Background: an optimization exercise with open tools, aiming at small area and a short achievable clock period. Do not read the settings as production practice. Function was not checked in any run shown here: the RTL went through the layout flow alone. Power is estimated from default activity; no workload was simulated.

==> design/flow/design.v <==
`timescale 1ns / 1ps
module decode(instr,opcode,rd_index,rs_index,rt_index,constant,shamt,address);
input [15:0] instr;
output [3:0] opcode;
output [2:0] rd_index,rs_index,rt_index,shamt;
output [5:0] constant;
output [8:0] address;
assign opcode   = instr[15:12];
assign rd_index = instr[11:9];
assign rs_index = instr[8:6];
assign rt_index = instr[5:3];
assign shamt    = instr[2:0];
assign constant = instr[5:0];
assign address  = instr[11:3];
endmodule
`timescale 1ns / 1ps
module control_unit(instr,opcode,rd_index,rs_index,rt_index,shamt,constant,address);
input [15:0] instr;
output  [3:0] opcode;
output  [2:0] rd_index,rs_index,rt_index,shamt;
output [5:0] constant;
output [8:0] address;
decode call(instr,opcode,rd_index,rs_index,rt_index,constant,shamt,address);
endmodule
`timescale 1ns / 1ps
module mul16(a, b, p);
input [15:0] a, b;
output [31:0] p;
  wire [17:0] bx = {2'b00, b};
  wire [18:0] be = {bx, 1'b0};
  wire [16:0] ax = {1'b0, a};
  wire [17:0] ax2 = {1'b0, a, 1'b0};
  wire [7:0] neg, one, two;
  wire [16:0] pp0;
  wire [16:0] pp1;
  wire [16:0] pp2;
  wire [16:0] pp3;
  wire [16:0] pp4;
  wire [16:0] pp5;
  wire [16:0] pp6;
  wire [16:0] pp7;
  genvar gi;
  generate for (gi = 0; gi < 8; gi = gi + 1) begin : g_booth
    wire b0 = be[2*gi], b1 = be[2*gi+1], b2 = be[2*gi+2];
    assign neg[gi] = b2;
    assign one[gi] = b1 ^ b0;
    assign two[gi] = (b2 & ~b1 & ~b0) | (~b2 & b1 & b0);
  end endgenerate
  assign pp0 = (({17{one[0]}} & ax) | ({17{two[0]}} & ax2[16:0])) ^ {17{neg[0]}};
  assign pp1 = (({17{one[1]}} & ax) | ({17{two[1]}} & ax2[16:0])) ^ {17{neg[1]}};
  assign pp2 = (({17{one[2]}} & ax) | ({17{two[2]}} & ax2[16:0])) ^ {17{neg[2]}};
  assign pp3 = (({17{one[3]}} & ax) | ({17{two[3]}} & ax2[16:0])) ^ {17{neg[3]}};
  assign pp4 = (({17{one[4]}} & ax) | ({17{two[4]}} & ax2[16:0])) ^ {17{neg[4]}};
  assign pp5 = (({17{one[5]}} & ax) | ({17{two[5]}} & ax2[16:0])) ^ {17{neg[5]}};
  assign pp6 = (({17{one[6]}} & ax) | ({17{two[6]}} & ax2[16:0])) ^ {17{neg[6]}};
  assign pp7 = (({17{one[7]}} & ax) | ({17{two[7]}} & ax2[16:0])) ^ {17{neg[7]}};
  wire [15:0] pp8 = a & {16{b[15]}};
  wire t1 = pp0[10] ^ pp1[8];
  wire t2 = pp0[10] & pp1[8];
  wire t3 = pp0[11] ^ pp1[9];
  wire t4 = pp0[11] & pp1[9];
  wire t5 = pp0[12] ^ pp1[10] ^ pp2[8];
  wire t6 = (pp0[12] & pp1[10]) | (pp0[12] & pp2[8]) | (pp1[10] & pp2[8]);
  wire t7 = pp3[6] ^ pp4[4];
  wire t8 = pp3[6] & pp4[4];
  wire t9 = pp0[13] ^ pp1[11] ^ pp2[9];
  wire t10 = (pp0[13] & pp1[11]) | (pp0[13] & pp2[9]) | (pp1[11] & pp2[9]);
  wire t11 = pp3[7] ^ pp4[5];
  wire t12 = pp3[7] & pp4[5];
  wire t13 = pp0[14] ^ pp1[12] ^ pp2[10];
  wire t14 = (pp0[14] & pp1[12]) | (pp0[14] & pp2[10]) | (pp1[12] & pp2[10]);
  wire t15 = pp3[8] ^ pp4[6] ^ pp5[4];
  wire t16 = (pp3[8] & pp4[6]) | (pp3[8] & pp5[4]) | (pp4[6] & pp5[4]);
  wire t17 = pp6[2] ^ pp7[0];
  wire t18 = pp6[2] & pp7[0];
  wire t19 = pp0[15] ^ pp1[13] ^ pp2[11];
  wire t20 = (pp0[15] & pp1[13]) | (pp0[15] & pp2[11]) | (pp1[13] & pp2[11]);
  wire t21 = pp3[9] ^ pp4[7] ^ pp5[5];
  wire t22 = (pp3[9] & pp4[7]) | (pp3[9] & pp5[5]) | (pp4[7] & pp5[5]);
  wire t23 = pp6[3] ^ pp7[1];
  wire t24 = pp6[3] & pp7[1];
  wire t25 = pp0[16] ^ pp1[14] ^ pp2[12];
  wire t26 = (pp0[16] & pp1[14]) | (pp0[16] & pp2[12]) | (pp1[14] & pp2[12]);
  wire t27 = pp3[10] ^ pp4[8] ^ pp5[6];
  wire t28 = (pp3[10] & pp4[8]) | (pp3[10] & pp5[6]) | (pp4[8] & pp5[6]);
  wire t29 = pp6[4] ^ pp7[2] ^ pp8[0];
  wire t30 = (pp6[4] & pp7[2]) | (pp6[4] & pp8[0]) | (pp7[2] & pp8[0]);
  wire t31 = neg[0] ^ pp1[15] ^ pp2[13];
  wire t32 = (neg[0] & pp1[15]) | (neg[0] & pp2[13]) | (pp1[15] & pp2[13]);
  wire t33 = pp3[11] ^ pp4[9] ^ pp5[7];
  wire t34 = (pp3[11] & pp4[9]) | (pp3[11] & pp5[7]) | (pp4[9] & pp5[7]);
  wire t35 = pp6[5] ^ pp7[3] ^ pp8[1];
  wire t36 = (pp6[5] & pp7[3]) | (pp6[5] & pp8[1]) | (pp7[3] & pp8[1]);
  wire t37 = neg[0] ^ pp1[16] ^ pp2[14];
  wire t38 = (neg[0] & pp1[16]) | (neg[0] & pp2[14]) | (pp1[16] & pp2[14]);
  wire t39 = pp3[12] ^ pp4[10] ^ pp5[8];
  wire t40 = (pp3[12] & pp4[10]) | (pp3[12] & pp5[8]) | (pp4[10] & pp5[8]);
  wire t41 = pp6[6] ^ pp7[4] ^ pp8[2];
  wire t42 = (pp6[6] & pp7[4]) | (pp6[6] & pp8[2]) | (pp7[4] & pp8[2]);
  wire t43 = ~neg[0] ^ ~neg[1] ^ pp2[15];
  wire t44 = (~neg[0] & ~neg[1]) | (~neg[0] & pp2[15]) | (~neg[1] & pp2[15]);
  wire t45 = pp3[13] ^ pp4[11] ^ pp5[9];
  wire t46 = (pp3[13] & pp4[11]) | (pp3[13] & pp5[9]) | (pp4[11] & pp5[9]);
  wire t47 = pp6[7] ^ pp7[5] ^ pp8[3];
  wire t48 = (pp6[7] & pp7[5]) | (pp6[7] & pp8[3]) | (pp7[5] & pp8[3]);
  wire t49 = pp2[16] ^ pp3[14] ^ pp4[12];
  wire t50 = (pp2[16] & pp3[14]) | (pp2[16] & pp4[12]) | (pp3[14] & pp4[12]);
  wire t51 = pp5[10] ^ pp6[8] ^ pp7[6];
  wire t52 = (pp5[10] & pp6[8]) | (pp5[10] & pp7[6]) | (pp6[8] & pp7[6]);
  wire t53 = pp8[4] ^ 1'b1;
  wire t54 = pp8[4] & 1'b1;
  wire t55 = ~neg[2] ^ pp3[15] ^ pp4[13];
  wire t56 = (~neg[2] & pp3[15]) | (~neg[2] & pp4[13]) | (pp3[15] & pp4[13]);
  wire t57 = pp5[11] ^ pp6[9] ^ pp7[7];
  wire t58 = (pp5[11] & pp6[9]) | (pp5[11] & pp7[7]) | (pp6[9] & pp7[7]);
  wire t59 = pp3[16] ^ pp4[14] ^ pp5[12];
  wire t60 = (pp3[16] & pp4[14]) | (pp3[16] & pp5[12]) | (pp4[14] & pp5[12]);
  wire t61 = pp6[10] ^ pp7[8];
  wire t62 = pp6[10] & pp7[8];
  wire t63 = ~neg[3] ^ pp4[15] ^ pp5[13];
  wire t64 = (~neg[3] & pp4[15]) | (~neg[3] & pp5[13]) | (pp4[15] & pp5[13]);
  wire t65 = pp4[16] ^ pp5[14];
  wire t66 = pp4[16] & pp5[14];
  wire t67 = pp0[6] ^ pp1[4];
  wire t68 = pp0[6] & pp1[4];
  wire t69 = pp0[7] ^ pp1[5];
  wire t70 = pp0[7] & pp1[5];
  wire t71 = pp0[8] ^ pp1[6] ^ pp2[4];
  wire t72 = (pp0[8] & pp1[6]) | (pp0[8] & pp2[4]) | (pp1[6] & pp2[4]);
  wire t73 = pp3[2] ^ pp4[0];
  wire t74 = pp3[2] & pp4[0];
  wire t75 = pp0[9] ^ pp1[7] ^ pp2[5];
  wire t76 = (pp0[9] & pp1[7]) | (pp0[9] & pp2[5]) | (pp1[7] & pp2[5]);
  wire t77 = pp3[3] ^ pp4[1];
  wire t78 = pp3[3] & pp4[1];
  wire t79 = t1 ^ pp2[6] ^ pp3[4];
  wire t80 = (t1 & pp2[6]) | (t1 & pp3[4]) | (pp2[6] & pp3[4]);
  wire t81 = pp4[2] ^ pp5[0] ^ neg[5];
  wire t82 = (pp4[2] & pp5[0]) | (pp4[2] & neg[5]) | (pp5[0] & neg[5]);
  wire t83 = t2 ^ t3 ^ pp2[7];
  wire t84 = (t2 & t3) | (t2 & pp2[7]) | (t3 & pp2[7]);
  wire t85 = pp3[5] ^ pp4[3] ^ pp5[1];
  wire t86 = (pp3[5] & pp4[3]) | (pp3[5] & pp5[1]) | (pp4[3] & pp5[1]);
  wire t87 = t4 ^ t5 ^ t7;
  wire t88 = (t4 & t5) | (t4 & t7) | (t5 & t7);
  wire t89 = pp5[2] ^ pp6[0] ^ neg[6];
  wire t90 = (pp5[2] & pp6[0]) | (pp5[2] & neg[6]) | (pp6[0] & neg[6]);
  wire t91 = t6 ^ t8 ^ t9;
  wire t92 = (t6 & t8) | (t6 & t9) | (t8 & t9);
  wire t93 = t11 ^ pp5[3] ^ pp6[1];
  wire t94 = (t11 & pp5[3]) | (t11 & pp6[1]) | (pp5[3] & pp6[1]);
  wire t95 = t10 ^ t12 ^ t13;
  wire t96 = (t10 & t12) | (t10 & t13) | (t12 & t13);
  wire t97 = t15 ^ t17 ^ neg[7];
  wire t98 = (t15 & t17) | (t15 & neg[7]) | (t17 & neg[7]);
  wire t99 = t14 ^ t16 ^ t18;
  wire t100 = (t14 & t16) | (t14 & t18) | (t16 & t18);
  wire t101 = t19 ^ t21 ^ t23;
  wire t102 = (t19 & t21) | (t19 & t23) | (t21 & t23);
  wire t103 = t20 ^ t22 ^ t24;
  wire t104 = (t20 & t22) | (t20 & t24) | (t22 & t24);
  wire t105 = t25 ^ t27 ^ t29;
  wire t106 = (t25 & t27) | (t25 & t29) | (t27 & t29);
  wire t107 = t26 ^ t28 ^ t30;
  wire t108 = (t26 & t28) | (t26 & t30) | (t28 & t30);
  wire t109 = t31 ^ t33 ^ t35;
  wire t110 = (t31 & t33) | (t31 & t35) | (t33 & t35);
  wire t111 = t32 ^ t34 ^ t36;
  wire t112 = (t32 & t34) | (t32 & t36) | (t34 & t36);
  wire t113 = t37 ^ t39 ^ t41;
  wire t114 = (t37 & t39) | (t37 & t41) | (t39 & t41);
  wire t115 = t38 ^ t40 ^ t42;
  wire t116 = (t38 & t40) | (t38 & t42) | (t40 & t42);
  wire t117 = t43 ^ t45 ^ t47;
  wire t118 = (t43 & t45) | (t43 & t47) | (t45 & t47);
  wire t119 = t44 ^ t46 ^ t48;
  wire t120 = (t44 & t46) | (t44 & t48) | (t46 & t48);
  wire t121 = t49 ^ t51 ^ t53;
  wire t122 = (t49 & t51) | (t49 & t53) | (t51 & t53);
  wire t123 = t50 ^ t52 ^ t54;
  wire t124 = (t50 & t52) | (t50 & t54) | (t52 & t54);
  wire t125 = t55 ^ t57 ^ pp8[5];
  wire t126 = (t55 & t57) | (t55 & pp8[5]) | (t57 & pp8[5]);
  wire t127 = t56 ^ t58 ^ t59;
  wire t128 = (t56 & t58) | (t56 & t59) | (t58 & t59);
  wire t129 = t61 ^ pp8[6] ^ 1'b1;
  wire t130 = (t61 & pp8[6]) | (t61 & 1'b1) | (pp8[6] & 1'b1);
  wire t131 = t60 ^ t62 ^ t63;
  wire t132 = (t60 & t62) | (t60 & t63) | (t62 & t63);
  wire t133 = pp6[11] ^ pp7[9] ^ pp8[7];
  wire t134 = (pp6[11] & pp7[9]) | (pp6[11] & pp8[7]) | (pp7[9] & pp8[7]);
  wire t135 = t64 ^ t65 ^ pp6[12];
  wire t136 = (t64 & t65) | (t64 & pp6[12]) | (t65 & pp6[12]);
  wire t137 = pp7[10] ^ pp8[8] ^ 1'b1;
  wire t138 = (pp7[10] & pp8[8]) | (pp7[10] & 1'b1) | (pp8[8] & 1'b1);
  wire t139 = t66 ^ ~neg[4] ^ pp5[15];
  wire t140 = (t66 & ~neg[4]) | (t66 & pp5[15]) | (~neg[4] & pp5[15]);
  wire t141 = pp6[13] ^ pp7[11] ^ pp8[9];
  wire t142 = (pp6[13] & pp7[11]) | (pp6[13] & pp8[9]) | (pp7[11] & pp8[9]);
  wire t143 = pp5[16] ^ pp6[14] ^ pp7[12];
  wire t144 = (pp5[16] & pp6[14]) | (pp5[16] & pp7[12]) | (pp6[14] & pp7[12]);
  wire t145 = pp8[10] ^ 1'b1;
  wire t146 = pp8[10] & 1'b1;
  wire t147 = ~neg[5] ^ pp6[15] ^ pp7[13];
  wire t148 = (~neg[5] & pp6[15]) | (~neg[5] & pp7[13]) | (pp6[15] & pp7[13]);
  wire t149 = pp6[16] ^ pp7[14];
  wire t150 = pp6[16] & pp7[14];
  wire t151 = pp0[4] ^ pp1[2];
  wire t152 = pp0[4] & pp1[2];
  wire t153 = pp0[5] ^ pp1[3];
  wire t154 = pp0[5] & pp1[3];
  wire t155 = t67 ^ pp2[2] ^ pp3[0];
  wire t156 = (t67 & pp2[2]) | (t67 & pp3[0]) | (pp2[2] & pp3[0]);
  wire t157 = t68 ^ t69 ^ pp2[3];
  wire t158 = (t68 & t69) | (t68 & pp2[3]) | (t69 & pp2[3]);
  wire t159 = t70 ^ t71 ^ t73;
  wire t160 = (t70 & t71) | (t70 & t73) | (t71 & t73);
  wire t161 = t72 ^ t74 ^ t75;
  wire t162 = (t72 & t74) | (t72 & t75) | (t74 & t75);
  wire t163 = t76 ^ t78 ^ t79;
  wire t164 = (t76 & t78) | (t76 & t79) | (t78 & t79);
  wire t165 = t80 ^ t82 ^ t83;
  wire t166 = (t80 & t82) | (t80 & t83) | (t82 & t83);
  wire t167 = t84 ^ t86 ^ t87;
  wire t168 = (t84 & t86) | (t84 & t87) | (t86 & t87);
  wire t169 = t88 ^ t90 ^ t91;
  wire t170 = (t88 & t90) | (t88 & t91) | (t90 & t91);
  wire t171 = t92 ^ t94 ^ t95;
  wire t172 = (t92 & t94) | (t92 & t95) | (t94 & t95);
  wire t173 = t96 ^ t98 ^ t99;
  wire t174 = (t96 & t98) | (t96 & t99) | (t98 & t99);
  wire t175 = t100 ^ t102 ^ t103;
  wire t176 = (t100 & t102) | (t100 & t103) | (t102 & t103);
  wire t177 = t104 ^ t106 ^ t107;
  wire t178 = (t104 & t106) | (t104 & t107) | (t106 & t107);
  wire t179 = t108 ^ t110 ^ t111;
  wire t180 = (t108 & t110) | (t108 & t111) | (t110 & t111);
  wire t181 = t112 ^ t114 ^ t115;
  wire t182 = (t112 & t114) | (t112 & t115) | (t114 & t115);
  wire t183 = t116 ^ t118 ^ t119;
  wire t184 = (t116 & t118) | (t116 & t119) | (t118 & t119);
  wire t185 = t120 ^ t122 ^ t123;
  wire t186 = (t120 & t122) | (t120 & t123) | (t122 & t123);
  wire t187 = t124 ^ t126 ^ t127;
  wire t188 = (t124 & t126) | (t124 & t127) | (t126 & t127);
  wire t189 = t128 ^ t130 ^ t131;
  wire t190 = (t128 & t130) | (t128 & t131) | (t130 & t131);
  wire t191 = t132 ^ t134 ^ t135;
  wire t192 = (t132 & t134) | (t132 & t135) | (t134 & t135);
  wire t193 = t136 ^ t138 ^ t139;
  wire t194 = (t136 & t138) | (t136 & t139) | (t138 & t139);
  wire t195 = t140 ^ t142 ^ t143;
  wire t196 = (t140 & t142) | (t140 & t143) | (t142 & t143);
  wire t197 = t144 ^ t146 ^ t147;
  wire t198 = (t144 & t146) | (t144 & t147) | (t146 & t147);
  wire t199 = t148 ^ t149 ^ pp8[12];
  wire t200 = (t148 & t149) | (t148 & pp8[12]) | (t149 & pp8[12]);
  wire t201 = t150 ^ ~neg[6] ^ pp7[15];
  wire t202 = (t150 & ~neg[6]) | (t150 & pp7[15]) | (~neg[6] & pp7[15]);
  wire t203 = pp7[16] ^ pp8[14];
  wire t204 = pp7[16] & pp8[14];
  wire t205 = pp0[2] ^ pp1[0];
  wire t206 = pp0[2] & pp1[0];
  wire t207 = pp0[3] ^ pp1[1];
  wire t208 = pp0[3] & pp1[1];
  wire t209 = t151 ^ pp2[0] ^ neg[2];
  wire t210 = (t151 & pp2[0]) | (t151 & neg[2]) | (pp2[0] & neg[2]);
  wire t211 = t152 ^ t153 ^ pp2[1];
  wire t212 = (t152 & t153) | (t152 & pp2[1]) | (t153 & pp2[1]);
  wire t213 = t154 ^ t155 ^ neg[3];
  wire t214 = (t154 & t155) | (t154 & neg[3]) | (t155 & neg[3]);
  wire t215 = t156 ^ t157 ^ pp3[1];
  wire t216 = (t156 & t157) | (t156 & pp3[1]) | (t157 & pp3[1]);
  wire t217 = t158 ^ t159 ^ neg[4];
  wire t218 = (t158 & t159) | (t158 & neg[4]) | (t159 & neg[4]);
  wire t219 = t160 ^ t161 ^ t77;
  wire t220 = (t160 & t161) | (t160 & t77) | (t161 & t77);
  wire t221 = t162 ^ t163 ^ t81;
  wire t222 = (t162 & t163) | (t162 & t81) | (t163 & t81);
  wire t223 = t164 ^ t165 ^ t85;
  wire t224 = (t164 & t165) | (t164 & t85) | (t165 & t85);
  wire t225 = t166 ^ t167 ^ t89;
  wire t226 = (t166 & t167) | (t166 & t89) | (t167 & t89);
  wire t227 = t168 ^ t169 ^ t93;
  wire t228 = (t168 & t169) | (t168 & t93) | (t169 & t93);
  wire t229 = t170 ^ t171 ^ t97;
  wire t230 = (t170 & t171) | (t170 & t97) | (t171 & t97);
  wire t231 = t172 ^ t173 ^ t101;
  wire t232 = (t172 & t173) | (t172 & t101) | (t173 & t101);
  wire t233 = t174 ^ t175 ^ t105;
  wire t234 = (t174 & t175) | (t174 & t105) | (t175 & t105);
  wire t235 = t176 ^ t177 ^ t109;
  wire t236 = (t176 & t177) | (t176 & t109) | (t177 & t109);
  wire t237 = t178 ^ t179 ^ t113;
  wire t238 = (t178 & t179) | (t178 & t113) | (t179 & t113);
  wire t239 = t180 ^ t181 ^ t117;
  wire t240 = (t180 & t181) | (t180 & t117) | (t181 & t117);
  wire t241 = t182 ^ t183 ^ t121;
  wire t242 = (t182 & t183) | (t182 & t121) | (t183 & t121);
  wire t243 = t184 ^ t185 ^ t125;
  wire t244 = (t184 & t185) | (t184 & t125) | (t185 & t125);
  wire t245 = t186 ^ t187 ^ t129;
  wire t246 = (t186 & t187) | (t186 & t129) | (t187 & t129);
  wire t247 = t188 ^ t189 ^ t133;
  wire t248 = (t188 & t189) | (t188 & t133) | (t189 & t133);
  wire t249 = t190 ^ t191 ^ t137;
  wire t250 = (t190 & t191) | (t190 & t137) | (t191 & t137);
  wire t251 = t192 ^ t193 ^ t141;
  wire t252 = (t192 & t193) | (t192 & t141) | (t193 & t141);
  wire t253 = t194 ^ t195 ^ t145;
  wire t254 = (t194 & t195) | (t194 & t145) | (t195 & t145);
  wire t255 = t196 ^ t197 ^ pp8[11];
  wire t256 = (t196 & t197) | (t196 & pp8[11]) | (t197 & pp8[11]);
  wire t257 = t198 ^ t199 ^ 1'b1;
  wire t258 = (t198 & t199) | (t198 & 1'b1) | (t199 & 1'b1);
  wire t259 = t200 ^ t201 ^ pp8[13];
  wire t260 = (t200 & t201) | (t200 & pp8[13]) | (t201 & pp8[13]);
  wire t261 = t202 ^ t203 ^ 1'b1;
  wire t262 = (t202 & t203) | (t202 & 1'b1) | (t203 & 1'b1);
  wire t263 = t204 ^ ~neg[7] ^ pp8[15];
  wire t264 = (t204 & ~neg[7]) | (t204 & pp8[15]) | (~neg[7] & pp8[15]);
  wire [31:0] ra = {t262, t260, t258, t256, t254, t252, t250, t248, t246, t244, t242, t240, t238, t236, t234, t232, t230, t228, t226, t224, t222, t220, t218, t216, t214, t212, t210, t208, t206, t205, pp0[1], pp0[0]};
  wire [31:0] rb = {t263, t261, t259, t257, t255, t253, t251, t249, t247, t245, t243, t241, t239, t237, t235, t233, t231, t229, t227, t225, t223, t221, t219, t217, t215, t213, t211, t209, t207, neg[1], 1'b0, neg[0]};
  assign p = ra + rb;
endmodule
`timescale 1ns / 1ps
`timescale 1ns / 1ps
module processor(clk,reset,instr,PC,opcode,rd_index,rs_index,rt_index,shamt,constant,address,rd_value,rs_value,rt_value,low_out,high_out,SR);
input clk,reset;
input [15:0] instr;
output [7:0] PC;
output [3:0] opcode;
output [2:0] rd_index, rs_index, rt_index, shamt;
output [5:0] constant;
output [8:0] address;
output [15:0] rd_value,rs_value,rt_value,low_out,high_out,SR;
control_unit cal1(instr,opcode,rd_index,rs_index,rt_index,shamt,constant,address);
wire [3:0] op = opcode;
reg [7:0] pc;
reg [15:0] R [0:7];
reg [15:0] RAM [0:7];
reg [15:0] hi, lo;
reg [3:0] flags_q;
wire op_r    = ~op[3];                  
wire op_rs   = ~(op[3] & op[2]);        
wire is_sw   = (op == 4'd11);
wire is_lw   = (op == 4'd10);
wire is_mul  = (op == 4'd3);
wire wr_en   = ~(is_mul | (op[3] & (op[2] | (op[1] & op[0]))));
wire [15:0] rs_v = op_rs ? R[rs_index] : 16'd0;
wire [15:0] rt_v = op_r ? R[rt_index] : 16'd0;
wire [15:0] st_v = R[rd_index];
assign rs_value = rs_v;
assign rt_value = rt_v;
wire use_c = op[3] & ~op[0] | is_sw;    
wire [15:0] addb = rt_v | (use_c ? {10'd0, constant} : 16'd0);
wire [15:0] sum = rs_v + addb;
wire [6:0] lo_sum = {1'b0, rs_v[5:0]} + {1'b0, constant};
wire ma_ok = (lo_sum[5:3] == 3'd0) & (lo_sum[6] ? (&rs_v[15:6]) : ~(|rs_v[15:6]));
wire [2:0] ma = sum[2:0];
wire [15:0] ram_rd = RAM[ma];
reg [15:0] rdv;
always @(*) begin
	case (op)
	4'd0, 4'd8: rdv = sum;
	4'd1: rdv = rs_v << shamt;
	4'd2: rdv = rs_v >> shamt;
	4'd4: rdv = lo;
	4'd5: rdv = hi;
	4'd6: rdv = rs_v | rt_v;
	4'd7: rdv = rs_v & rt_v;
	4'd9: rdv = {10'd0, constant};
	4'd10: rdv = ma_ok ? ram_rd : 16'd0;
	default: rdv = 16'd0;
	endcase
end
assign rd_value = rdv;
wire [31:0] prod;
mul16 mul(rs_v, rt_v, prod);
wire eq = (rs_v == rt_v);
wire lt = (rs_v < rt_v);
wire sgn_eq = (rs_v[15] == rt_v[15]);
wire [3:0] flags = {eq, ~eq & lt, ~eq & ~lt & ~sgn_eq, ~eq & ~lt & sgn_eq};
assign SR = {12'd0, flags_q};
assign low_out = lo;
assign high_out = hi;
assign PC = pc;
integer k;
always @(posedge clk, posedge reset) begin
	if (reset) begin
		pc <= 8'd0;
		hi <= 16'd0;
		lo <= 16'd0;
		flags_q <= 4'd0;
		for (k = 0; k < 8; k = k + 1) R[k] <= 7 - k;
		RAM[0] <= 16'd1;
		RAM[1] <= 16'd5;
		RAM[2] <= 16'd0;
		RAM[3] <= 16'd0;
		RAM[4] <= 16'd3;
		RAM[5] <= 16'd1;
		RAM[6] <= 16'd1;
		RAM[7] <= 16'd1;
	end else begin
		if (pc > 8'd14) pc <= 8'd0;
		else if (op[3] & op[2] & ~(op[1] & op[0])) pc <= pc + address[7:0];
		else pc <= pc + 8'd1;
		if (is_mul) begin
			hi <= prod[31:16];
			lo <= prod[15:0];
		end
		flags_q <= flags;
		if (wr_en) R[rd_index] <= rdv;
		if (is_sw & ma_ok) RAM[ma] <= st_v;
	end
end
endmodule
==> design/flow/run.sh <==
#!/bin/bash
# synth_recipe.tcl (not shown) runs the flow's synth.tcl, then flattens the netlist and writes it again
# the make line also repeats each setting of config.mk as NAME=value (left out here)
make -C /OpenROAD-flow-scripts/flow DESIGN_CONFIG=/design/flow/config.mk WORK_HOME=/design/flow/orfs CLKGATE_MAP_FILE= SYNTH_SCRIPT=/design/flow/synth_recipe.tcl finish
==> design/flow/config.mk <==
export PLATFORM = sky130hd
export DESIGN_NAME = processor
export DESIGN_NICKNAME = processor
export VERILOG_FILES = /design/flow/design.v
export SDC_FILE = /design/flow/constraint.sdc
export NUM_CORES = 4
export LEC_CHECK = 0
export CAP_MARGIN = 20
export CORE_MARGIN = 2
export CORE_UTILIZATION = 40
export GPL_TIMING_DRIVEN = 0
export SLEW_MARGIN = 20
==> design/flow/constraint.sdc <==
create_clock -name core_clock -period 8.5 [get_ports {clk}]
set_input_delay 1.7000 -clock core_clock [delete_from_list [all_inputs] [get_ports {clk}]]
set_output_delay 1.7000 -clock core_clock [all_outputs]
set_load 0.01 [all_outputs]
==> notes.md, run 1 <==
run status=failed layout checks; set of violated layout checks=negative setup slack; type of origin of the critical path=primary input; insertion delay to the later sink of the worst-skew pair=between 0.6 and 0.7 ns; number of cells produced by synthesis=roughly 3.3k; final hold violations=0; share of layout cells above drive strength 1=20.4%; endpoint type of the worst setup path=output port; Die Span X=~270 um; Initial Util=40.4%; Detail Route Antenna Nets=0; power density over cell area=roughly 310 nW/um^2; vias in the first global route=roughly 28k; violation count after the first detailed-route iteration=4250; synth unique cells=between 80 and 90; hold slack final=0.476 ns; y dimension of the die=267 um; setup-violating endpoint count in the final report=6; area post-placement=slightly above 30000 um^2; Cell Rows=96; overall track demand over capacity in global routing=39.2%; routed length per placed instance=between 30 and 40 um; largest fanout on the critical path=14; global-route wire length before repair=202 mm; Worst-Margin Slew=1.13 ns; average cell area after synthesis=about 8.3 um^2; Non-Filler Cell Area, Final=34400 um^2; largest vdd supply drop=between 0.4 and 0.5 mV; H-Tree Depth=2; critical path start-end classification=in2out; flip-flop and latch count after synthesis=300; power after layout=roughly 11 mW; required time of the critical path=~6.8 ns; # diodes=0; async set-reset flop share out of synthesis=100%; count of final max-slew check failures=0; warning count from the yosys run=3; max-capacitance violation count=0; number of sinks driven by the clock tree=300; Fmax achieved=about 0.12 GHz; cell area after synthesis=approximately 28000 um^2; cell leakage power=14.9 nW; via/cell ratio=~6.5; final routed DRC violation total=0; clock tree from TritonCTS=built; final core occ=between 50% and 60%; final worst clock skew=between 0.03 and 0.04 ns; routed via count=between 20k and 30k; TritonRoute pass-1 iters=6; top flip-flop cell by instance count after synthesis=sky130_fd_sc_hd__dfrtp_1; Post-synth EDFFs=0; Total Routed Length=between 100 and 150 mm; crit path setup slack, layout=-0.0276 ns; estimated wirelength of the detail-placed design=104 mm; total die area=around 71000 um^2; final-stage net count=approximately 3.9k; minimum period implied by the final worst setup slack=approximately 8.5 ns; area added between synthesis and finish=24.2%; number of ports placed on the die boundary=153; portion of the clock cycle consumed by the worst path in the final layout=100%; maximum number of pins on one net before global-route repair=35; setup TNS after final layout=-0.0813 ns; part of the Yosys area used for sequential elements=around 27%; number of hold buffers added after CTS=0; critical path arrival=~6.8 ns; classification of the worst-slack hold path=reg2reg; final global-route overflow total=0; final weighted congestion in routability-driven placement=just over 1; antenna violations before repair=3; CTS root buf=sky130_fd_sc_hd__clkbuf_16; clock edge transition at the registers on the reported setup and hold paths=approximately 0.060 ns; number of buffers created by CTS=38; Floorplan Core Area=68600 um^2; deepest clock path buffer count=3; Worst slew margin=24.0%; count of input and output buffers=between 100 and 150
[worst max-delay path, cell delays in order]
cell,delay [ns]
sky130_fd_sc_hd__clkdlybuf4s50_1,0.55
sky130_fd_sc_hd__nand2_2,0.18
sky130_fd_sc_hd__clkbuf_4,0.29
sky130_fd_sc_hd__buf_4,0.27
sky130_fd_sc_hd__o221a_2,0.35
sky130_fd_sc_hd__clkbuf_8,0.27
sky130_fd_sc_hd__buf_8,0.26
sky130_fd_sc_hd__ha_1,0.20
sky130_fd_sc_hd__a211oi_1,0.17
sky130_fd_sc_hd__a311oi_1,0.32
sky130_fd_sc_hd__nand4_1,0.17
sky130_fd_sc_hd__or4_4,0.59
sky130_fd_sc_hd__o31ai_4,0.12
sky130_fd_sc_hd__buf_6,0.17
sky130_fd_sc_hd__and2_1,0.14
sky130_fd_sc_hd__buf_6,0.18
sky130_fd_sc_hd__a311oi_4,0.10
sky130_fd_sc_hd__buf_4,0.18
sky130_fd_sc_hd__inv_1,0.05
sky130_fd_sc_hd__clkdlybuf4s50_1,0.53
[timing repair]
action                     4_1_cts  5_1_grt
setup endpoints to repair      217       33
gates resized for setup        355      206
pin swaps                       32       32
buffers inserted                60       44
[cells in the mapped netlist (all sizes together), types with 16 or more instances]
cell / count / area, um^2
a21o: 20 / 150
a221oi: 63 / 552
o211ai: 22 / 175
o21ai: 373 / 1880
inv: 250 / 938
a21oi: 289 / 1450
fa: 104 / 2080
dfstp: 20 / 526
ha: 118 / 1480
nor2b: 17 / 106
a22oi: 46 / 345
mux4: 48 / 1080
dfrtp: 280 / 7010
clkbuf: 190 / 713
buf: 115 / 689
xor2: 16 / 140
nor3: 40 / 205
a211oi: 34 / 265
mux2: 85 / 957
nand3: 33 / 165
o22ai: 62 / 388
nand4: 21 / 138
nand2b: 26 / 163
nand2: 379 / 1420
nor2: 246 / 923
a31oi: 24 / 180
and3: 16 / 100
and2: 29 / 181
nor3b: 18 / 135
xnor2: 42 / 368
mux2i: 91 / 911
o221ai: 36 / 315
[layer usage]
metal,routed length [um],vias to the layer above,track usage [%]
met5,67,-,0.416
met4,8430,6,19.3
met3,17900,512,11.2
met2,57300,2150,55.2
met1,58500,14500,54.7
li1,-,12500,-
[final cells by class]
type / count / area, um^2
buffer: 285 / 1920
clock inverter: 18 / 274
tap: 931 / 1160
clock buffer: 52 / 1090
timing repair buffer: 261 / 2540
sequential: 300 / 7530
inverter: 257 / 1010
multi-input combinational: 2490 / 18900
fill: 6693 / 34200
[stage by stage]
stage	instances	worst slack, ns
after global routing	4594	-0.0116
final	4594	-0.0276
after CTS	4553	-0.0253
after detailed placement	4439	-3.76
after floorplan	3352	0.0466
after global placement	4420	-3.79
[layout by cell type, fill, tap and decap left out, types with 19 or more instances in the layout]
cell                              synthesis  routed
sky130_fd_sc_hd__buf_4                   47     172
sky130_fd_sc_hd__o21ai_1                 19      33
sky130_fd_sc_hd__nand4_1                 20      20
sky130_fd_sc_hd__mux4_2                  48      48
sky130_fd_sc_hd__o221ai_1                36      30
sky130_fd_sc_hd__nand2_1                379     374
sky130_fd_sc_hd__a221oi_1                63      45
sky130_fd_sc_hd__a22oi_1                 46      46
sky130_fd_sc_hd__a211oi_1                32      28
sky130_fd_sc_hd__a21oi_1                288     273
sky130_fd_sc_hd__buf_2                   29      24
sky130_fd_sc_hd__mux2_2                  85      85
sky130_fd_sc_hd__nor2_1                 246     230
sky130_fd_sc_hd__nand3_1                 33      32
sky130_fd_sc_hd__o22ai_1                 62      59
sky130_fd_sc_hd__ha_1                   118     115
sky130_fd_sc_hd__clkbuf_1               190      75
sky130_fd_sc_hd__xnor2_1                 42      36
sky130_fd_sc_hd__clkbuf_2                 0      51
sky130_fd_sc_hd__fa_1                   104     102
sky130_fd_sc_hd__mux2i_1                 91      91
sky130_fd_sc_hd__o21ai_0                350     330
sky130_fd_sc_hd__and2_1                  29      22
sky130_fd_sc_hd__clkdlybuf4s50_1          0     131
sky130_fd_sc_hd__inv_1                  247     237
sky130_fd_sc_hd__dfrtp_1                280     280
sky130_fd_sc_hd__nor3_1                  39      32
sky130_fd_sc_hd__clkbuf_4                 0      26
sky130_fd_sc_hd__clkbuf_16                0      39
sky130_fd_sc_hd__buf_6                    6      19
sky130_fd_sc_hd__dfstp_2                 20      20
sky130_fd_sc_hd__nand2b_1                26      23
sky130_fd_sc_hd__buf_12                   0      22
sky130_fd_sc_hd__o211ai_1                20      20
sky130_fd_sc_hd__a21o_1                  20      20
[cells by family after synthesis]
| group | share of synthesized area (%) |
|---|---|
| other | 0.0135 |
| DFF | 27.2 |
| muxes | 10.6 |
| adders and majority gates | 12.8 |
| xor gates and xnor gates | 1.83 |
| buffers and inverters | 8.54 |
| AOI/OAI and AO/OA | 24.9 |
| and+or+nand+nor | 14.1 |
[final timing paths]
path	start	end	slack, ns	cells past startpoint
max in group asynchronous	reset	hi[1]	5.61	7
worst min register to register	RAM[1][6]	RAM[1][6]	0.48	2
worst max register to register	R[7][14]	hi[12]	1.13	23
worst min-delay path	RAM[1][6]	RAM[1][6]	0.48	2
min in group asynchronous	reset	R[5][8]	1.46	2
worst max-delay path	instr[15]	rd_value[12]	-0.03	20
[power by group]
group | leakage, nW | switching (mW) | total, mW | internal (mW)
Sequential | 3.80 | 0.350 | 2.02 | 1.67
Combinational | 10.4 | 4.39 | 6.98 | 2.59
Clock | 0.674 | 0.742 | 1.79 | 1.04
Total | 14.9 | 5.48 | 10.8 | 5.29
[sequential cells by signal (all words and copies together) (netlist names)]
signal   flops
R          128
lo          16
flags_q      4
pc           8
hi          16
RAM        128
==> run 2: changes to the inputs <==
--- a/design/flow/design.v
+++ b/design/flow/design.v
@@ -23,9 +23,9 @@
 decode call(instr,opcode,rd_index,rs_index,rt_index,constant,shamt,address);
 endmodule
 `timescale 1ns / 1ps
-module mul16(a, b, p);
+module mul16(a, b, s, c);
 input [15:0] a, b;
-output [31:0] p;
+output [31:0] s, c;
   wire [17:0] bx = {2'b00, b};
   wire [18:0] be = {bx, 1'b0};
   wire [16:0] ax = {1'b0, a};
@@ -319,9 +319,8 @@
   wire t262 = (t202 & t203) | (t202 & 1'b1) | (t203 & 1'b1);
   wire t263 = t204 ^ ~neg[7] ^ pp8[15];
   wire t264 = (t204 & ~neg[7]) | (t204 & pp8[15]) | (~neg[7] & pp8[15]);
-  wire [31:0] ra = {t262, t260, t258, t256, t254, t252, t250, t248, t246, t244, t242, t240, t238, t236, t234, t232, t230, t228, t226, t224, t222, t220, t218, t216, t214, t212, t210, t208, t206, t205, pp0[1], pp0[0]};
-  wire [31:0] rb = {t263, t261, t259, t257, t255, t253, t251, t249, t247, t245, t243, t241, t239, t237, t235, t233, t231, t229, t227, t225, t223, t221, t219, t217, t215, t213, t211, t209, t207, neg[1], 1'b0, neg[0]};
-  assign p = ra + rb;
+  assign s = {t262, t260, t258, t256, t254, t252, t250, t248, t246, t244, t242, t240, t238, t236, t234, t232, t230, t228, t226, t224, t222, t220, t218, t216, t214, t212, t210, t208, t206, t205, pp0[1], pp0[0]};
+  assign c = {t263, t261, t259, t257, t255, t253, t251, t249, t247, t245, t243, t241, t239, t237, t235, t233, t231, t229, t227, t225, t223, t221, t219, t217, t215, t213, t211, t209, t207, neg[1], 1'b0, neg[0]};
 endmodule
 `timescale 1ns / 1ps
 `timescale 1ns / 1ps
@@ -339,7 +338,8 @@
 reg [7:0] pc;
 reg [15:0] R [0:7];
 reg [15:0] RAM [0:7];
-reg [15:0] hi, lo;
+reg [31:0] ps, pc2;    
+wire [15:0] hi, lo;
 reg [3:0] flags_q;
 wire op_r    = ~op[3];                  
 wire op_rs   = ~(op[3] & op[2]);        
@@ -375,8 +375,11 @@
 	endcase
 end
 assign rd_value = rdv;
-wire [31:0] prod;
-mul16 mul(rs_v, rt_v, prod);
+wire [31:0] mul_s, mul_c;
+mul16 mul(rs_v, rt_v, mul_s, mul_c);
+wire [31:0] prod = ps + pc2;
+assign lo = prod[15:0];
+assign hi = prod[31:16];
 wire eq = (rs_v == rt_v);
 wire lt = (rs_v < rt_v);
 wire sgn_eq = (rs_v[15] == rt_v[15]);
@@ -389,8 +392,8 @@
 always @(posedge clk, posedge reset) begin
 	if (reset) begin
 		pc <= 8'd0;
-		hi <= 16'd0;
-		lo <= 16'd0;
+		ps <= 32'd0;
+		pc2 <= 32'd0;
 		flags_q <= 4'd0;
 		for (k = 0; k < 8; k = k + 1) R[k] <= 7 - k;
 		RAM[0] <= 16'd1;
@@ -406,8 +409,8 @@
 		else if (op[3] & op[2] & ~(op[1] & op[0])) pc <= pc + address[7:0];
 		else pc <= pc + 8'd1;
 		if (is_mul) begin
-			hi <= prod[31:16];
-			lo <= prod[15:0];
+			ps <= mul_s;
+			pc2 <= mul_c;
 		end
 		flags_q <= flags;
 		if (wr_en) R[rd_index] <= rdv;
--- a/design/flow/config.mk
+++ b/design/flow/config.mk
@@ -8,5 +8,4 @@
 export CAP_MARGIN = 20
 export CORE_MARGIN = 2
 export CORE_UTILIZATION = 40
-export GPL_TIMING_DRIVEN = 0
 export SLEW_MARGIN = 20
==> notes.md, run 2 <==
run status=no timing/DRC/antenna violations; total die area=75800 um^2 (+6.1%); final worst clock skew=0.0707 ns (+0.0326 ns); cell leakage power=15.3 nW (+2.5%); commonest cells after routing, fill and taps aside=sky130_fd_sc_hd__nand2_1 (488), sky130_fd_sc_hd__nor2_1 (324), sky130_fd_sc_hd__dfrtp_1 (311); Initial Util=40.3% (-0.058 points); number of cells on the worst reg-to-reg path=19 (-17%); critical path start-end classification=in2out; final global-route overflow total=0 (unchanged); top flip-flop cell by instance count after synthesis=sky130_fd_sc_hd__dfrtp_1; unrepaired setup endpoints after global routing=no; estimated wirelength of the detail-placed design=97.6 mm (-6.5%); met2 capacity usage during global routing=49.3% (-6.0 points); async set-reset flop share out of synthesis=100% (unchanged); share of power burned in the clock network=17.7% (+1.1 points); Detail Route Antenna Nets=0 (unchanged); Worst-Margin Slew=1.22 ns (+0.0883 ns); global-route wire length before repair=193 mm (-4.7%); cell types with the highest counts after synthesis=sky130_fd_sc_hd__nand2_1 (489), sky130_fd_sc_hd__nor2_1 (327), sky130_fd_sc_hd__dfrtp_1 (311), sky130_fd_sc_hd__o21ai_0 (302), sky130_fd_sc_hd__a21oi_1 (278); overall track demand over capacity in global routing=34.3% (-4.9 points); clock edge transition at the registers on the reported setup and hold paths=0.06 ns (about the same); endpoint type of the worst setup path=output port; critical path arrival=6.66 ns (-0.17 ns); worst reg2reg endpoint=pc2[19]; Fmax achieved=0.120 GHz (+2.0%); biggest regs=RAM: 128 flops, R: 128 flops, ps: 32 flops; internal power consumption=5.13 mW (-3.0%); count of input and output buffers=140 (+2.2%); fraction of power spent switching nets=48.7% (-2.2 points); routed via count=29.6k (-0.36%); average cell area after synthesis=8.14 um^2 (-1.9%); CP Capture Point=rd_value[13]; clock tree from TritonCTS=built; setup TNS after final layout=0 ns (+0.0813 ns); Post-synth EDFFs=0 (unchanged); met3 usage in global routing=7.17% (-4.0 points); most area-hungry cell type in the Yosys netlist=sky130_fd_sc_hd__dfrtp_1; Setup WS pre-CTS=0.306 ns (+4.06 ns); H-Tree Depth=2 (unchanged); vias in the first global route=27.8k (-0.96%); largest vdd supply drop=0.256 mV (-37%); number of cells produced by synthesis=3617 (+8.3%); Gate power share=59.2% (-5.5 points); Die Span X=275 um (+3.0%); hold slack final=0.465 ns (-0.0104 ns); count of final max-slew check failures=0 (unchanged); power density over cell area=299 nW/um^2 (-4.6%); minimum period implied by the final worst setup slack=8.36 ns (-0.170 ns); cell area after synthesis=29400 um^2 (+6.2%); flip-flop and latch count after synthesis=331 (+10%); antenna violations before repair=6 (+3); final weighted congestion in routability-driven placement=1.03 (+1.2%); crit path setup slack, layout=0.143 ns (+0.170 ns); deepest clock path buffer count=3 (unchanged); type of origin of the critical path=primary input; Top Usage Layer GRT=met1; portion of the clock cycle consumed by the worst path in the final layout=98.3% (-2.0 points); violation count after the first detailed-route iteration=3957 (-6.9%); number of ports placed on the die boundary=153 (unchanged); GR met1 Demand/Resource=50.5% (-4.2 points); r2r startpoint=R[7][5]; portion of synthesized cell area occupied by the leading cell type=26.4% (+1.2 points); Floorplan Core Area=73000 um^2 (+6.4%); y dimension of the die=275 um (+3.0%); leading post-synthesis cells by cell area=sky130_fd_sc_hd__dfrtp_1 (26%), sky130_fd_sc_hd__fa_1 (7.1%), sky130_fd_sc_hd__nand2_1 (6.2%); warning count from the yosys run=3 (unchanged); number of buffers created by CTS=39 (+2.6%); Worst slew margin=18.1% (-5.9 points); crit path launch=instr[8]; switching component of the power=4.87 mW (-11%); max-capacitance violation count=0 (unchanged); required time of the critical path=6.80 ns (about the same); classification of the worst-slack hold path=reg2reg; most common library cell in the layout ignoring fill and taps=sky130_fd_sc_hd__nand2_1; part of the Yosys area used for sequential elements=28.2% (+1.0 points); Total Routed Length=132 mm (-7.0%); share of layout cells above drive strength 1=12.4% (-8.0 points); number of sinks driven by the clock tree=331 (+10%); number of hold buffers added after CTS=0 (unchanged); area added between synthesis and finish=13.9%; synth unique cells=92 (+7.0%); insertion delay to the later sink of the worst-skew pair=0.62 ns (about the same); internal reg-to-reg setup slack=2.75 ns (+1.62 ns); final hold violations=0 (unchanged); via/cell ratio=6.34 (-1.8%); final-stage net count=3909 (+0.93%); maximum number of pins on one net before global-route repair=169 (+380%); setup-violating endpoint count in the final report=0 (-6); Cell Rows=99 (+3.1%); routed length per placed instance=28.4 um (-8.4%); fraction of power consumed by sequential logic=23.1% (+4.4 points); most frequent cell after synthesis=sky130_fd_sc_hd__nand2_1; buffers inserted by post-CTS timing repair=0 (-100%); TritonRoute pass-1 iters=6 (unchanged); CTS root buf=sky130_fd_sc_hd__clkbuf_16; final routed DRC violation total=0 (unchanged); largest fanout on the critical path=38 (+24)
-- run 2: cell types whose count changed in the layout (fill, tap and decap cells not counted), sizes merged, moves of 15 or more --
cell,previous run,this run
o21ai,373,336
nand2,379,489
a22oi,46,28
inv,249,184
mux4,48,25
dfrtp,280,311
a21o,20,95
o22ai,62,81
buf,259,204
o221ai,36,51
nor2,246,328
clkbuf,206,53
-- run 2: stage by stage --
step	power (mW)	instances	util [%]	cell area, um^2
4_1_cts	9.83	4658	45.9	33500
3_3_place_gp	8.04	4586	44.0	32100
2_1_floorplan	5.42	3628	-	29500
6_report	10.0	4661	45.9	33500
3_5_place_dp	8.04	4586	44.0	32100
5_1_grt	10.5	4660	45.9	33500
-- run 2: how the worst min path moves through the flow --
stage               slack, ns       from   endpoint  depth (start not counted)
finish                   0.47  RAM[1][0]  RAM[1][0]                          2
global route             0.48  RAM[1][0]  RAM[1][0]                          2
CTS                      0.47  RAM[5][0]  RAM[5][0]                          2
detailed placement       0.46  RAM[6][7]  RAM[6][7]                          1
global placement         0.45  RAM[6][7]  RAM[6][7]                          1
floorplan                0.44  RAM[2][3]  RAM[2][3]                          1
-- run 2: power groups by stage --
stage / combinational [mW] / sequential, mW / clock [mW]
finish: 5.92 / 2.32 / 1.77
global placement: 5.71 / 2.33 / 0
CTS: 5.74 / 2.30 / 1.79
global route: 6.30 / 2.35 / 1.86
detailed placement: 5.71 / 2.33 / 0
floorplan: 3.26 / 2.16 / 0
-- run 2: metal layers --
layer / vias up / part of all wire (%)
li1: 12900 / -
met1: 14500 / 44
met2: 1772 / 41
met3: 344 / 11
met4: 6 / 4.2
met5: - / 0.021
-- run 2: cell type report --
cell class	count	area, um^2
antenna	2	5.00
clock buffer	53	1090
clock inverter	19	267
fill	7255	39400
inverter	192	724
multi-input combinational	2769	19000
sequential	331	8310
tap	959	1200
timing repair buffer	336	2880
-- run 2: what timing repair did --
action	4_1_cts	5_1_grt
endpoints found under the setup margin	0	1
endpoints found under the hold margin	0	0
gates resized for setup	0	2
-- run 2: cells by family after synthesis --
kind of cell / count (synthesis) / share of synthesized area [%]
AOI/OAI and AO/OA: 1167 / 25.2
xor gates and xnor gates: 68 / 2.02
adders and majority gates: 222 / 12.1
buffers and inverters: 528 / 7.68
DFF: 331 / 28.2
muxes: 204 / 8.38
other: 1 / 0.0127
and+or+nand+nor: 1096 / 16.4
-- run 2: critical path, cell delays in order --
cell                              delay (ns)
sky130_fd_sc_hd__clkdlybuf4s50_1        0.51
sky130_fd_sc_hd__buf_12                 0.23
sky130_fd_sc_hd__nand2_1                0.27
sky130_fd_sc_hd__o22ai_1                0.37
sky130_fd_sc_hd__o31a_1                 0.22
sky130_fd_sc_hd__buf_4                  0.34
sky130_fd_sc_hd__ha_1                   0.22
sky130_fd_sc_hd__nand3_1                0.09
sky130_fd_sc_hd__o31ai_1                0.41
sky130_fd_sc_hd__mux2i_1                0.61
sky130_fd_sc_hd__nor2_1                 0.10
sky130_fd_sc_hd__buf_4                  0.23
sky130_fd_sc_hd__a31o_2                 0.28
sky130_fd_sc_hd__a211oi_1               0.25
sky130_fd_sc_hd__buf_4                  0.24
sky130_fd_sc_hd__inv_1                  0.06
sky130_fd_sc_hd__clkdlybuf4s50_1        0.47

==> re-timing with driven ports <==
In the flow no input, the clock included, has a driving cell. The finished layouts below were timed again as built, in two steps. Step 1 (the two cells are an assumption about what drives the block):
set clk [get_ports {clk}]
set_driving_cell -lib_cell sky130_fd_sc_hd__clkbuf_16 $clk
set_driving_cell -lib_cell sky130_fd_sc_hd__buf_2 [delete_from_list [all_inputs] $clk]
Step 2 also shifts input and output timing later by t, the mid clock arrival at the registers, as if the neighbouring blocks saw the same clock. a / b / c = ideal / step 1 / step 2; a / b = the first two.
| run | shift t [ns] | setup slack, ns | hold slack, ns | worst setup path after step 2 |
|---|---|---|---|---|
| run 1 | 0.663 | -0.028 / -0.054 / -0.614 | 0.476 / 0.476 / 0.476 | input to register |
| run 2 | 0.652 | 0.143 / 0.109 / 0.109 | 0.465 / 0.465 / 0.465 | input to output |
The setup slack of run 1, which loses most, moves by -0.026 ns with the drivers and by -0.586 ns with both steps.
